This design comes from an exercise in tuning for small area on the open sky130 flow, not from production work.
In this exercise RTL edits were held to simulation tests only and were not proved equivalent to the original.
No activity file was given, so power comes from the tool's default toggle rates. The flow treats the clock pin as an ideal source, which a real chip does not have.

## ufc_top
module ufc_top(
    input  clk,
    input  rst_n,
    input  mosi,
    output miso,
    output sd_ck,
    output sd_mosi,
    output sd_csn,
    input  sd_miso
);
Size: ~6,000 cells after synthesis, about 8 I/O pins, roughly 98,000 um2 of cells after synthesis.
Settings: LEC_CHECK=0, ABC_AREA=1, CAP_MARGIN=20, CORE_MARGIN=2, CORE_UTILIZATION=65, SLEW_MARGIN=20; clock period 10.0 ns.
standard.sh (not shown) runs the stock make flow with config.mk's settings and CLKGATE_MAP_FILE= SYNTH_SCRIPT=/design/flow/synth_recipe.tcl, a recipe that flattens the netlist after the stock synthesis.
==> flow/flow/run.sh <==
#!/bin/bash
set -uo pipefail
SLEW_OK_PS=123
export PLATFORM_DIR=$FLOW_HOME/platforms/$FLOW_PLATFORM
RESULTS=orfs/results/$FLOW_PLATFORM/ufc_top/base
export RESULTS
settings=("34 70" "33 75" "32 80" "32 70" "30 80" "28 60")
n=0
for s in "${settings[@]}"; do
  n=$((n+1))
  set -- $s
  export CTS_ARGS="-sink_clustering_enable -repair_clock_nets -dont_use_dummy_load -buf_list sky130_fd_sc_hd__buf_12 -sink_clustering_size $1 -sink_clustering_max_diameter $2"
  if [[ $n -gt 1 ]]; then
    rm -f $RESULTS/4_* $RESULTS/5_* $RESULTS/6_* out/final.def
  fi
  bash standard.sh > standard_sh_$n.log 2>&1 || { echo "attempt $n: layout failed"; continue; }
  openroad -no_init -exit flow/slew.tcl > slew_$n.log 2>&1
  slew=$(awk '/^MAXSLEW/{print $2}' slew_$n.log)
  echo "attempt $n: clusters $1 / $2 um, clock-pin slew ${slew:-unknown} ps"
  if [[ -n "$slew" ]] && awk -v s="$slew" -v ok="$SLEW_OK_PS" 'BEGIN{exit !(s < ok)}'; then
    exit 0
  fi
done
# none met the target: the last attempt's layout stays in out/final.def
exit 0
==> flow/flow/slew.tcl <==
set R $::env(RESULTS)
set P $::env(PLATFORM_DIR)
read_liberty $P/lib/sky130_fd_sc_hd__tt_025C_1v80.lib
read_db $R/6_final.odb
read_sdc $R/6_final.sdc
read_spef $R/6_final.spef
set w 0
foreach pin [all_registers -clock_pins -edge_triggered] {
  foreach e {rise fall} {
    foreach a {max min} {
      set s [get_property $pin slew_${a}_$e]
      if {[string is double -strict $s]} { set w [expr {max($w, [sta::time_ui_sta $s] * 1e12)}] } else { set w 1e9 }
    }
  }
}
puts "MAXSLEW $w"
The starting point completed with no timing, DRC or antenna violations.
Next try:
--- a/flow/flow/run.sh
+++ b/flow/flow/run.sh
@@ -1,9 +1,9 @@
 #!/bin/bash
 set -uo pipefail
-SLEW_OK_PS=123
+SLEW_OK_PS=121
 export PLATFORM_DIR=$FLOW_HOME/platforms/$FLOW_PLATFORM
 RESULTS=orfs/results/$FLOW_PLATFORM/ufc_top/base
 export RESULTS
-settings=("34 70" "33 75" "32 80" "32 70" "30 80" "28 60")
+settings=("34 70" "33 75" "32 80" "30 80" "28 60")
 n=0
 for s in "${settings[@]}"; do
The changed run passed the timing, design-rule and antenna checks. Clock skew goes down by 0.012 ns. Utilization came out higher by 0.15 points. Routed wire length is higher by 0.55%. Sequential share of layout area came out lower by 0.18 points.

========
Setup of run A:
Another version of the RTL of ufc_top (not shown whole).
Size in the first run: roughly 6100 cells after synthesis, about 8 I/O pins, ~99000 sq um of cells after synthesis.
==> flow/config.mk <==
export PLATFORM = sky130hd
export DESIGN_NAME = ufc_top
export DESIGN_NICKNAME = ufc_top
export VERILOG_FILES = /design/flow/design.v
export SDC_FILE = /design/flow/constraint.sdc
export NUM_CORES = 4
export LEC_CHECK = 0
export ABC_AREA = 1
export CAP_MARGIN = 20
export CORE_MARGIN = 2
export CORE_UTILIZATION = 65
export SLEW_MARGIN = 20
==> flow/constraint.sdc <==
create_clock -name core_clock -period 10.0 [get_ports {clk}]
set_input_delay 2.0000 -clock core_clock [delete_from_list [all_inputs] [get_ports {clk}]]
set_output_delay 2.0000 -clock core_clock [all_outputs]
set_load 0.01 [all_outputs]
==> flow/flow/run.sh <==
#!/bin/bash
# The standard layout, with clock tree settings of our own: larger leaf clusters and no
# dummy loads. Each tool's output goes to a log file here; ORFS keeps its own logs under orfs/logs.
set -euo pipefail
export CTS_ARGS="-sink_clustering_enable -repair_clock_nets -dont_use_dummy_load -buf_list sky130_fd_sc_hd__buf_12 -sink_clustering_size 30 -sink_clustering_max_diameter 80"
bash standard.sh > standard_sh.log 2>&1
Modified inputs, run B compared to run A
-- flow/flow/run.sh --
<<< run A, line 5
export CTS_ARGS="-sink_clustering_enable -repair_clock_nets -dont_use_dummy_load -buf_list sky130_fd_sc_hd__buf_12 -sink_clustering_size 30 -sink_clustering_max_diameter 80"
>>> run B, line 5
export CTS_ARGS="-sink_clustering_enable -repair_clock_nets -dont_use_dummy_load -buf_list sky130_fd_sc_hd__clkbuf_16 -sink_clustering_size 34 -sink_clustering_max_diameter 60"
==> results.txt <==
- In the tables for run B and run A, post-route fraction of the period consumed by the critical path reads higher with run A.
- Looking at run B and run A, the global-route wire length before repair is a wash.
- Run B: no failed stages, no open violations at the end
- Against run A, final wirelength in run B fell slightly.
- Met2 wire length essentially unchanged between run B and run A.
Input-level comparison between run C and run B:
-- flow/flow/run.sh --
<<< run B, line 5
export CTS_ARGS="-sink_clustering_enable -repair_clock_nets -dont_use_dummy_load -buf_list sky130_fd_sc_hd__clkbuf_16 -sink_clustering_size 34 -sink_clustering_max_diameter 60"
>>> run C, line 5
export CTS_ARGS="-sink_clustering_enable -repair_clock_nets -dont_use_dummy_load -buf_list sky130_fd_sc_hd__buf_12 -sink_clustering_size 34 -sink_clustering_max_diameter 60"
--- outcome ---
On maximum resistive drop on vdd: between run B and run C, it ends up higher for run C. Run C has arrival time at the worst endpoint above what run B had. Comparing run B and run C, the lower final critical delay including setup and external delays is on run B. In terms of global-route track usage on met1, run C and run B differ only marginally. Of run B and run C, the run reporting the lower setup slack of the worst register-to-register path was run C. Run C ended up with a higher period utilization than run B did. [run C vs run B] final total power: lower in run C. The run with more routed wire is run B, not run C. Fraction of power consumed by the clock network for run C: 0.9 points down relative to run B.

what the ideal ports hide:
The results above use ideal ports. As a check the final layouts listed here were re-extracted and re-timed, cells and wires unchanged. Step 1: set_driving_cell puts a clkbuf_16 on clk and a buf_2 on each other input, an assumption about the parent block. Step 2 also shifts input and output timing later by t, the mid clock arrival at the registers, as if the neighbouring blocks saw the same clock. a / b / c = no drivers / after step 1 / after step 2; a / b = the first two.
run | t, ns | setup WS [ns] | hold WS [ns] | worst setup path after step 2 | worst register clock-pin slew, ns
the first run of note 1 | 0.789 | 5.435 / 5.488 / 4.699 | 0.266 / 0.266 / 0.266 | input to register | 0.12 / 0.12
the second run of note 1 | 0.787 | 5.453 / 5.507 / 4.719 | 0.248 / 0.248 / 0.248 | input to register | 0.11 / 0.11
run A | 0.795 | 5.290 / 5.320 / 4.525 | 0.249 / 0.249 / 0.249 | input to register | 0.12 / 0.12
run B | 0.832 | 5.345 / 5.372 / 4.540 | 0.281 / 0.281 / 0.281 | input to register | 0.11 / 0.11
run C | 0.783 | 5.279 / 5.310 / 4.526 | 0.272 / 0.272 / 0.272 | input to register | 0.12 / 0.12
After both steps setup and hold are still met in every run listed. For run B, which loses most, drivers alone change the setup slack by +0.027 ns; drivers and shift together by -0.805 ns.
